This design comes from an exercise in tuning for small area and a short achievable clock period on the open sky130 flow, not from production work. The RTL was checked by simulation tests, not by an equivalence proof against the original design. Power figures rest on the tool's default switching activity, not on a simulated workload.

Design FpAdd, start of the top module:
module FpAdd (
    input             iCLK,
    input      [26:0] iA,
    input      [26:0] iB,
    output reg [26:0] oSum
);
export LEC_CHECK = 0
export ABC_AREA = 1
export CAP_MARGIN = 20
export CORE_MARGIN = 2
export CORE_UTILIZATION = 40
export SETUP_SLACK_MARGIN = 5.0
export SLEW_MARGIN = 20
create_clock -name core_clock -period 10.0 [get_ports {iCLK}]
standard.sh (not shown) runs the stock make flow with config.mk's settings and CLKGATE_MAP_FILE= SYNTH_SCRIPT=/design/flow/synth_recipe.tcl, a recipe that flattens the netlist after the stock synthesis.
==> flow/flow/run.sh <==
#!/bin/bash
# Standard ORFS layout; the port buffers are buf_2 cells instead of the
# delay-buffer cell buffer_ports picks by default.
export BUFFER_PORTS_ARGS="-buffer_cell sky130_fd_sc_hd__buf_2"
bash standard.sh > standard.log 2>&1
Change:
==> flow/flow/run.sh (replaced) <==
#!/bin/bash
# Standard ORFS layout, with two changes: the port buffers are buf_2 cells
# instead of the delay-buffer cell buffer_ports picks by default, and
# repair_timing aims for 5.5 ns of setup slack.
export BUFFER_PORTS_ARGS="-buffer_cell sky130_fd_sc_hd__buf_2"
export SETUP_SLACK_MARGIN=5.5
bash standard.sh > standard.log 2>&1
- SETUP_SLACK_MARGIN: 5.0 -> not set
Sequential share of layout area is lower by 1.5 points.
Total power is higher by about 5%.
Synthesized cell count is unchanged.
Worst setup slack gains 0.18 ns.
Combinational power is higher by about 8%.
Clock-buffer cell count is unchanged.
Cell area is higher by about 8%.
Critical path depth is lower by 1.
Maximum frequency is higher by about 4%.
Via count is higher by about 3%.
Core utilization is higher by 3.8 points.
Change:
==> flow/flow/run.sh (replaced) <==
#!/bin/bash
# Standard ORFS layout; the port buffers are buf_2 cells instead of the
# delay-buffer cell buffer_ports picks by default.
export BUFFER_PORTS_ARGS="-buffer_cell sky130_fd_sc_hd__buf_2"
bash standard.sh > standard.log 2>&1
- SETUP_SLACK_MARGIN: not set -> 4.5
=> Power is lower by 6.7%; die area does not change; critical path depth is higher by 1; global-route usage is lower by 1.2 points.
Change:
- SETUP_SLACK_MARGIN: 4.5 -> 4.0
The changed run went through all stages and came out clean.
First-iteration DRC count shrinks by 2.3%.
Power hardly moves.
Maximum frequency drops by 3.9%.
Global-route usage does not change.
Count of clock-buffer cells in the layout is unchanged.
Non-clock buffer count is unchanged.
Critical path depth does not change.
Die area is unchanged.
Change:
==> flow/flow/run.sh (replaced) <==
#!/bin/bash
# Standard ORFS layout, with two changes: the port buffers are buf_2 cells
# instead of the delay-buffer cell buffer_ports picks by default, and
# repair_timing aims for 6.0 ns of setup slack.
export BUFFER_PORTS_ARGS="-buffer_cell sky130_fd_sc_hd__buf_2"
export SETUP_SLACK_MARGIN=6.0
bash standard.sh > standard.log 2>&1
- SETUP_SLACK_MARGIN: 4.0 -> not set
After rerunning: The changed run finished clean; maximum frequency grows by 11%; total power climbs by 23%; sequential share of layout area goes down by 4.1 points; cell count climbs by 7.2%; worst setup slack improves by 0.54 ns; count of clock-buffer cells in the layout rises by 2; via count rises by 12%.

========
## red
Another version of the RTL of FpAdd (not shown whole).
Size in the first run: about 960 cells after synthesis, ~7700 um2 of cells after synthesis.
==> flow/config.mk <==
export PLATFORM = sky130hd
export DESIGN_NAME = FpAdd
export DESIGN_NICKNAME = FpAdd
export VERILOG_FILES = /design/flow/design.v
export SDC_FILE = /design/flow/constraint.sdc
export NUM_CORES = 4
export LEC_CHECK = 0
export CAP_MARGIN = 20
export CORE_MARGIN = 2
export CORE_UTILIZATION = 40
export SLEW_MARGIN = 20
==> flow/constraint.sdc <==
create_clock -name core_clock -period 10.0 [get_ports {iCLK}]
set_input_delay 2.0000 -clock core_clock [delete_from_list [all_inputs] [get_ports {iCLK}]]
set_output_delay 2.0000 -clock core_clock [all_outputs]
set_load 0.01 [all_outputs]
==> flow/flow/run.sh <==
#!/bin/bash
# Standard ORFS layout; the port buffers are buf_2 cells instead of the
# delay-buffer cell buffer_ports picks by default.
export BUFFER_PORTS_ARGS="-buffer_cell sky130_fd_sc_hd__buf_2"
bash standard.sh > standard.log 2>&1
red | status: complete | timing, DRC, antenna: pass
Inputs modified between red and blue:
==> flow/run.sh (new file) <==
#!/bin/bash
# synth_recipe.tcl (not shown) runs the flow's synth.tcl, then flattens the netlist and writes it again
# the make line also repeats each setting of config.mk as NAME=value (left out here)
make -C /OpenROAD-flow-scripts/flow DESIGN_CONFIG=/design/flow/config.mk WORK_HOME=/design/flow/orfs CLKGATE_MAP_FILE= SYNTH_SCRIPT=/design/flow/synth_recipe.tcl finish
removed: flow/flow/run.sh
removed: flow/standard.sh
==> comparison <==
- Relative to red, area growth from synthesis to layout increased by 5.3 points in blue.
- ~same via density per instance in blue and red
- On clock power, blue tracks red almost exactly.
- Between blue and red, the worst max-slew margin expressed relative to the limit is lower for blue.
- Per the comparison of blue with red, global-route usage neither gained nor lost much, area share of buffers outside the clock network picked up an extra 4.3 points, starting density of the core neither gained nor lost much.
The following lists how green was set up differently from blue:
# blue
export LEC_CHECK = 0
export CAP_MARGIN = 20
export CORE_MARGIN = 2
export CORE_UTILIZATION = 40
export SLEW_MARGIN = 20
create_clock -name core_clock -period 10.0 [get_ports {iCLK}]
# green
export LEC_CHECK = 0
export ABC_AREA = 1
export CAP_MARGIN = 20
export CORE_MARGIN = 2
export CORE_UTILIZATION = 40
export SETUP_SLACK_MARGIN = 4.5
export SLEW_MARGIN = 20
create_clock -name core_clock -period 10.0 [get_ports {iCLK}]
==> flow/flow/run.sh (new file) <==
#!/bin/bash
# Standard ORFS layout; the port buffers are buf_2 cells instead of the
# delay-buffer cell buffer_ports picks by default.
export BUFFER_PORTS_ARGS="-buffer_cell sky130_fd_sc_hd__buf_2"
bash standard.sh > standard.log 2>&1
==> flow/standard.sh (new file) <==
#!/bin/bash
# synth_recipe.tcl (not shown) runs the flow's synth.tcl, then flattens the netlist and writes it again
# the make line also repeats each setting of config.mk as NAME=value (left out here)
make -C /OpenROAD-flow-scripts/flow DESIGN_CONFIG=/design/flow/config.mk WORK_HOME=/design/flow/orfs CLKGATE_MAP_FILE= SYNTH_SCRIPT=/design/flow/synth_recipe.tcl "${@:-finish}"
removed: flow/run.sh
--- outcome ---
Run comparison: green largest family of logic cells by synthesized area simple AND/OR/NAND/NOR gates; blue largest family of logic cells by synthesized area compound AO/OA/AOI/OAI gates
Per the comparison of green with blue, power rose about 1.4%; cell area after layout lower; global-route track usage on met3 increased by 0.61 points relative to the old numbers.
green vs blue — total combinational power climbed by a few percent
Post-cts resize count ends up lower on blue.
Met1 track demand over resource in global routing delta for green relative to blue: 4.1 points higher
## Diff of input files: orange against green
# green
export LEC_CHECK = 0
export ABC_AREA = 1
export CAP_MARGIN = 20
export CORE_MARGIN = 2
export CORE_UTILIZATION = 40
export SETUP_SLACK_MARGIN = 4.5
export SLEW_MARGIN = 20
create_clock -name core_clock -period 10.0 [get_ports {iCLK}]
# orange
export LEC_CHECK = 0
export CAP_MARGIN = 20
export CORE_MARGIN = 2
export CORE_UTILIZATION = 40
export SETUP_SLACK_MARGIN = 4.5
export SLEW_MARGIN = 20
create_clock -name core_clock -period 10.0 [get_ports {iCLK}]
--- outcome ---
Mean instance size in the synthesized netlist (orange vs. green) increases by more than a quarter. According to the power report, total power for orange is lower than for green. Delta (orange minus green): count of inverters not on the clock network in the layout now sits lower; internal power contribution up 13%. Re CTS buffer count: no difference whatsoever between orange and green. Between orange and green, the clock skew is higher for green. orange vs green, most common cell after layout, fill and taps aside: sky130_fd_sc_hd__mux2i_1 vs sky130_fd_sc_hd__nand2_1.
--- input diff orange..purple ---
# orange
export LEC_CHECK = 0
export CAP_MARGIN = 20
export CORE_MARGIN = 2
export CORE_UTILIZATION = 40
export SETUP_SLACK_MARGIN = 4.5
export SLEW_MARGIN = 20
create_clock -name core_clock -period 10.0 [get_ports {iCLK}]
# purple
export LEC_CHECK = 0
export ABC_AREA = 1
export CAP_MARGIN = 20
export CORE_MARGIN = 2
export CORE_UTILIZATION = 40
export SETUP_SLACK_MARGIN = 5.0
export SLEW_MARGIN = 20
create_clock -name core_clock -period 10.0 [get_ports {iCLK}]
Results
- No stage failed in orange, and the final checks on the layout all came back clean.
- purple reached the end of the flow, and the finished layout is clean on the timing, design-rule and antenna checks.
- Number of global-route vias before repair | purple above orange
- Summary of purple over orange: post-route core utilization climbed 0.91 points, total setup violations reported at the end of the flow barely changed, fraction of area in multi-input gates dropped 2.9 points.

========
FpAdd, a different RTL version from the one above (not shown whole).
For scale: roughly 87 flip-flops, about 82 I/O pins, roughly 7200 um2 of cells after synthesis.
Settings: LEC_CHECK=0, ABC_AREA=1, CAP_MARGIN=20, CORE_MARGIN=2, CORE_UTILIZATION=55, SLEW_MARGIN=20; clock period 10.0 ns.
==> flow/flow/run.sh <==
#!/bin/bash
# Standard ORFS layout, with two changes: the port buffers are buf_2 cells
# instead of the delay-buffer cell buffer_ports picks by default, and
# repair_timing aims for 5.6 ns of setup slack.
export BUFFER_PORTS_ARGS="-buffer_cell sky130_fd_sc_hd__buf_2"
export SETUP_SLACK_MARGIN=5.6
bash standard.sh > standard.log 2>&1
==> next run, changes <==
- CORE_UTILIZATION: 55 -> 40
- TNS_END_PERCENT: not set -> 30
Effect: Fmax falls by 0.34%. Total power rises by 0.41%. Die area rises by 36%. Via count falls by 0.48%. Sequential power rises by about 2%. Global-route usage falls by 5.2 points. First-iteration DRC count falls by 20%.
==> next run, changes <==
- CAP_MARGIN: 20 -> 10
- SLEW_MARGIN: 20 -> 10
- TNS_END_PERCENT: 30 -> not set
After rerunning: The changed run passed the timing, design-rule and antenna checks; global-route usage rose by 0.13 points; flip-flop and latch count is unchanged; fmax hardly moves; total power barely changes; via count fell by 0.45%; core utilization fell by 0.16 points; critical path depth is unchanged.

========
== P ==
The RTL this note starts from:
==> flow/design.v <==
module FpAdd (
    input             iCLK,
    input      [26:0] iA,
    input      [26:0] iB,
    output reg [26:0] oSum
);
    wire [17:0] L;
    wire [16:0] Y;
    wire [5:0]  d;
    wire        flush, sub;
    wire [7:0]  L_e;
    wire        L_s;
    FpAdd_s1 u_s1 (.iA(iA), .iB(iB), .L(L), .Y(Y), .d(d), .flush(flush),
                   .sub(sub), .L_e(L_e), .L_s(L_s));
    reg [17:0] r_L;
    reg [16:0] r_Y;
    reg [5:0]  r_d;
    reg        r_flush;
    reg        r_sub;
    reg [7:0]  r_e;
    reg        r_s;
    always @(posedge iCLK) begin
        r_L     <= L;
        r_Y     <= Y;
        r_d     <= d;
        r_flush <= flush;
        r_sub   <= sub;
        r_e     <= L_e;
        r_s     <= L_s;
    end
    wire [20:0] sum;
    wire [4:0]  lz;
    wire        zero;
    FpAdd_s2 u_s2 (.L(r_L), .Y(r_Y), .d(r_d), .flush(r_flush), .sub(r_sub),
                   .L_e(r_e), .sum(sum), .lz(lz), .zero(zero));
    reg [20:0] q_sum;
    reg [4:0]  q_lz;
    reg [7:0]  q_e;
    reg        q_s;
    reg        q_zero;
    always @(posedge iCLK) begin
        q_sum  <= sum;
        q_lz   <= lz;
        q_e    <= r_e;
        q_s    <= r_s;
        q_zero <= zero;
    end
    wire [26:0] res;
    FpAdd_s3 u_s3 (.sum(q_sum), .lz(q_lz), .L_e(q_e), .sgn(q_s),
                   .zero(q_zero), .res(res));
    always @*
        oSum = res;
endmodule
module FpAdd_s1 (
    input  [26:0] iA,
    input  [26:0] iB,
    output [17:0] L,      
    output [16:0] Y,      
    output [5:0]  d,      
    output        flush,  
    output        sub,    
    output [7:0]  L_e,    
    output        L_s     
);
    wire        A_s = iA[26];
    wire [7:0]  A_e = iA[25:18];
    wire        B_s = iB[26];
    wire [7:0]  B_e = iB[25:18];
    wire pass = (A_e == 8'd0) | (B_e == 8'd0);
    wire [7:0]  dAB, dBA;
    wire        A_lt, B_lt;
    FpAdd_esub u_dAB (.a(A_e), .b(B_e), .d(dAB), .lt(A_lt));
    FpAdd_esub u_dBA (.a(B_e), .b(A_e), .d(dBA), .lt(B_lt));
    wire [7:0]  dd  = A_lt ? dBA : dAB;
    wire        tie = (A_e == B_e);
    wire A_larger = ~A_lt & (~tie | (iA[17:1] > iB[17:1]));
    assign L_s = A_larger ? A_s : B_s;
    assign L_e = A_lt ? B_e : A_e;
    assign L   = A_larger ? {iA[17:1], pass & iA[0]} : {iB[17:1], pass & iB[0]};
    assign Y   = A_larger ? iB[17:1] : iA[17:1];
    assign d     = dd[5:0];
    assign flush = pass | (dd > 8'd35);
    assign sub   = A_s ^ B_s;
endmodule
module FpAdd_esub (
    input  [7:0] a,
    input  [7:0] b,
    output [7:0] d,
    output       lt
);
    wire [7:0] p = a ^ ~b;
    reg  [8:0] G, P, Gn, Pn;
    integer k, m;
    always @* begin
        G = {a & ~b, 1'b1};
        P = {p, 1'b0};
        for (k = 1; k < 9; k = k * 2) begin
            Gn = G; Pn = P;
            for (m = k; m < 9; m = m + 1) begin
                Gn[m] = G[m] | (P[m] & G[m-k]);
                Pn[m] = P[m] & P[m-k];
            end
            G = Gn; P = Pn;
        end
    end
    assign d  = p ^ G[7:0];
    assign lt = ~G[8];
endmodule
module FpAdd_s2 (
    input  [17:0] L,
    input  [16:0] Y,
    input  [5:0]  d,
    input         flush,
    input         sub,
    input  [7:0]  L_e,
    output [20:0] sum,
    output reg [4:0] lz,
    output        zero
);
    wire [19:0] W = flush ? 20'd0 : ({1'b1, Y, 2'b00} >> d);
    reg  [15:0] M;
    integer i;
    always @*
        for (i = 0; i < 16; i = i + 1)
            M[i] = (d >= i + 3) & (d <= 6'd18);
    wire sticky = ~flush & (|(Y[15:0] & M) |
                            (d == 6'd19 & |Y[16:1]) |
                            (d >= 6'd20));
    wire [20:0] Lw  = {2'b01, L, 1'b0};
    wire [20:0] y   = {1'b0, W} ^ {21{sub}};
    wire        cin = sub & ~sticky;
    wire [20:0] p   = Lw ^ y;
    reg  [20:0] G, P, Gn, Pn;
    integer k, m;
    always @* begin
        G = Lw & y;
        P = p;
        for (k = 1; k < 21; k = k * 2) begin
            Gn = G; Pn = P;
            for (m = k; m < 21; m = m + 1) begin
                Gn[m] = G[m] | (P[m] & G[m-k]);
                Pn[m] = P[m] & P[m-k];
            end
            G = Gn; P = Pn;
        end
    end
    wire [20:0] c = {G[19:0] | (P[19:0] & {20{cin}}), cin};
    assign sum = p ^ c;
    integer j;
    always @* begin
        lz = 5'd21;
        for (j = 0; j < 21; j = j + 1)
            if (sum[j])
                lz = 5'd20 - j[4:0];
    end
    assign zero = (L_e == 8'd0) | (sum == 21'd0);
endmodule
module FpAdd_s3 (
    input  [20:0] sum,
    input  [4:0]  lz,
    input  [7:0]  L_e,
    input         sgn,
    input         zero,
    output [26:0] res
);
    wire [20:0] norm = sum << lz;
    wire [7:0] t = L_e + 8'd1;
    wire [4:0] e_lo;
    wire       e_b;
    FpAdd_sub5 u_elo (.a(t[4:0]), .b(lz), .d(e_lo), .lt(e_b));
    wire [7:0] e_out = {e_b ? t[7:5] - 3'd1 : t[7:5], e_lo};
    assign res = zero ? 27'd0 : {sgn, e_out, norm[19:2]};
endmodule
module FpAdd_sub5 (
    input  [4:0] a,
    input  [4:0] b,
    output [4:0] d,
    output       lt
);
    wire [4:0] p = a ^ ~b;
    reg  [5:0] G, P, Gn, Pn;
    integer k, m;
    always @* begin
        G = {a & ~b, 1'b1};
        P = {p, 1'b0};
        for (k = 1; k < 6; k = k * 2) begin
            Gn = G; Pn = P;
            for (m = k; m < 6; m = m + 1) begin
                Gn[m] = G[m] | (P[m] & G[m-k]);
                Pn[m] = P[m] & P[m-k];
            end
            G = Gn; P = Pn;
        end
    end
    assign d  = p ^ G[4:0];
    assign lt = ~G[5];
endmodule
clock: 10.0 ns
lec_check: 0
abc_area: 1
cap_margin: 20
core_margin: 2
core_utilization: 40
place_density: 0.45
slew_margin: 20
Scripts as last shown in full above: flow/flow/run.sh
### P -> Q
# P
export LEC_CHECK = 0
export ABC_AREA = 1
export CAP_MARGIN = 20
export CORE_MARGIN = 2
export CORE_UTILIZATION = 40
export PLACE_DENSITY = 0.45
export SLEW_MARGIN = 20
create_clock -name core_clock -period 10.0 [get_ports {iCLK}]
# Q
export LEC_CHECK = 0
export ABC_AREA = 1
export CAP_MARGIN = 20
export CORE_MARGIN = 2
export CORE_UTILIZATION = 40
export SLEW_MARGIN = 20
create_clock -name core_clock -period 10.0 [get_ports {iCLK}]
==> flow/flow/run.sh <==
#!/bin/bash
# Standard ORFS layout, with two changes: the port buffers are buf_2 cells
# instead of the delay-buffer cell buffer_ports picks by default, and
# repair_timing aims for 5.6 ns of setup slack
# and does not clone gates.
export BUFFER_PORTS_ARGS="-buffer_cell sky130_fd_sc_hd__buf_2"
export SETUP_SLACK_MARGIN=5.6
export SKIP_GATE_CLONING=1
bash standard.sh > standard.log 2>&1
--- outcome ---
Changes observed in Q relative to P: total area of sequential cells went up about 0.6%, worst relative slew slack now larger, global-route usage now smaller, average cell area after synthesis essentially unchanged, final net count now smaller. Compared with P, Q shows switching part of the total lower by 0.95 points. Going from P to Q, the clock share of power was found to have gone up by 0.6 points. Q: sequential share of layout area is 0.36 points higher than what P reported. No stage failed in Q, and the final checks on the layout all came back clean. | routed via count | lower: P |. Compared with P, Q shows depth of the most critical reg-to-reg path that has gone up by more than 10%.
diff inputs: Q => R
# Q
export LEC_CHECK = 0
export ABC_AREA = 1
export CAP_MARGIN = 20
export CORE_MARGIN = 2
export CORE_UTILIZATION = 40
export SLEW_MARGIN = 20
create_clock -name core_clock -period 10.0 [get_ports {iCLK}]
# R
export LEC_CHECK = 0
export ABC_AREA = 1
export CAP_MARGIN = 20
export CORE_MARGIN = 2
export CORE_UTILIZATION = 40
export CTS_BUF_LIST = sky130_fd_sc_hd__clkbuf_8
export CTS_CLUSTER_SIZE = 30
export SLEW_MARGIN = 20
create_clock -name core_clock -period 10.0 [get_ports {iCLK}]
==> flow/flow/run.sh <==
#!/bin/bash
# Standard ORFS layout, with two changes: the port buffers are buf_2 cells
# instead of the delay-buffer cell buffer_ports picks by default, and
# repair_timing aims for 5.7 ns of setup slack.
export BUFFER_PORTS_ARGS="-buffer_cell sky130_fd_sc_hd__buf_2"
export SETUP_SLACK_MARGIN=5.7
bash standard.sh > standard.log 2>&1
### Flow results
- The flow did not stop early for R: all stages ran, and the layout cleared the timing, design-rule and antenna checks.
- In R the post-route clock period utilization turned out 0.20 points higher than in Q.
- Density: R sparser than Q
- Summary of R over Q: clock tree buffer depth shows no meaningful change; cell internal power dissipation shows a reduction of 6.9%.
- NOTE: first-iteration DRC count in R exceeds that of Q
### R -> S
# R
export LEC_CHECK = 0
export ABC_AREA = 1
export CAP_MARGIN = 20
export CORE_MARGIN = 2
export CORE_UTILIZATION = 40
export CTS_BUF_LIST = sky130_fd_sc_hd__clkbuf_8
export CTS_CLUSTER_SIZE = 30
export SLEW_MARGIN = 20
create_clock -name core_clock -period 10.0 [get_ports {iCLK}]
# S
export LEC_CHECK = 0
export ABC_AREA = 1
export CAP_MARGIN = 20
export CORE_MARGIN = 2
export CORE_UTILIZATION = 40
export SLEW_MARGIN = 20
create_clock -name core_clock -period 10.0 [get_ports {iCLK}]
==> flow/flow/run.sh <==
#!/bin/bash
# Standard ORFS layout, with two changes: the port buffers are buf_2 cells
# instead of the delay-buffer cell buffer_ports picks by default, and
# repair_timing aims for 5.6 ns of setup slack
# and skips its last-gasp pass.
export BUFFER_PORTS_ARGS="-buffer_cell sky130_fd_sc_hd__buf_2"
export SETUP_SLACK_MARGIN=5.6
export SKIP_LAST_GASP=1
bash standard.sh > standard.log 2>&1
## What came out
Diff R -> S: cell area flat; fmax saw an increase.
For starting density of the core, S and R come out practically identical.
~same final core area utilization in R and S
Compared with R, S has extra setup slack.
NOTE routed wire length R->S decreased slightly
The remaining number of nets flagged by the antenna check after routing was comparable across R and S.
Worst relative slew slack on S is down relative to R.
Reported for R and S, fraction of the yosys area taken by sequential cells turned out identical to the last digit.
Compared S against R; post-synthesis to final-layout area growth within noise.
Input changes introduced in T (baseline for comparison: S):
# S
export LEC_CHECK = 0
export ABC_AREA = 1
export CAP_MARGIN = 20
export CORE_MARGIN = 2
export CORE_UTILIZATION = 40
export SLEW_MARGIN = 20
create_clock -name core_clock -period 10.0 [get_ports {iCLK}]
# T
export LEC_CHECK = 0
export ABC_AREA = 1
export CAP_MARGIN = 20
export CORE_MARGIN = 2
export CORE_UTILIZATION = 40
export CTS_BUF_LIST = sky130_fd_sc_hd__clkbuf_8
export CTS_CLUSTER_SIZE = 30
export SETUP_SLACK_MARGIN = 5.0
export SLEW_MARGIN = 20
create_clock -name core_clock -period 10.0 [get_ports {iCLK}]
==> flow/flow/run.sh <==
#!/bin/bash
# Standard ORFS layout; the port buffers are buf_2 cells instead of the
# delay-buffer cell buffer_ports picks by default.
export BUFFER_PORTS_ARGS="-buffer_cell sky130_fd_sc_hd__buf_2"
bash standard.sh > standard.log 2>&1
## What came out
Looking at area added between synthesis and finish, T sits 3.9 points lower than S does. Between T and S, it is T whose fraction of area in registers is higher, by 0.56 points. From S to T the numbers moved as follows: final worst slack went down 0.43 ns, power share of the combinational group went up 1.3 points. Delta (T minus S): number of instances resized during post-cts repair has decreased, count of filler cells inserted in the layout rose by 21.

## what the ideal ports hide
How much do the figures lean on ideal ports? The routed layouts below were timed once more, with nothing changed but the port constraints. Step 1 (the two cells are an assumption about what drives the block):
set clk [get_ports {iCLK}]
set_driving_cell -lib_cell sky130_fd_sc_hd__clkbuf_16 $clk
set_driving_cell -lib_cell sky130_fd_sc_hd__buf_2 [delete_from_list [all_inputs] $clk]
Step 2, shift: input delay + t, output delay - t, t = (earliest + latest rising clock arrival at the registers) / 2. This alone moves slack from input paths to output paths. Three values: ideal, step 1, step 2; two values: the first two.
run | t (ns) | setup WS [ns] | pins driven straight from the clock port
the first run of note 1 | 0.380 | 5.167 / 5.128 / 4.845 | 1
the second run of note 1 | 0.379 | 5.347 / 5.307 / 5.233 | 1
the third run of note 1 | 0.380 | 4.870 / 4.830 / 4.571 | 1
the fourth run of note 1 | 0.379 | 4.662 / 4.623 / 4.397 | 1
the fifth run of note 1 | 0.380 | 5.199 / 5.159 / 5.194 | 1
red | 0.377 | 3.599 / 3.621 / 3.244 | 1
blue | 0.377 | 3.460 / 3.474 / 3.098 | 1
green | 0.380 | 4.755 / 4.758 / 4.379 | 1
orange | 0.379 | 4.594 / 4.606 / 4.227 | 1
purple | 0.380 | 5.104 / 5.125 / 4.745 | 1
the first run of note 3 | 0.381 | 5.739 / 5.695 / 5.394 | 1
the second run of note 3 | 0.388 | 5.724 / 5.681 / 5.405 | 1
the third run of note 3 | 0.393 | 5.730 / 5.685 / 5.437 | 1
P | 0.402 | 5.678 / 5.628 / 5.377 | 1
Q | 0.393 | 5.731 / 5.686 / 5.419 | 1
R | 0.411 | 5.711 / 5.671 / 5.466 | 1
S | 0.393 | 5.730 / 5.685 / 5.437 | 1
T | 0.412 | 5.305 / 5.265 / 5.083 | 1
After both steps every run listed still meets setup and hold. For green, which loses most, drivers alone change the setup slack by +0.003 ns; drivers and shift together by -0.376 ns.
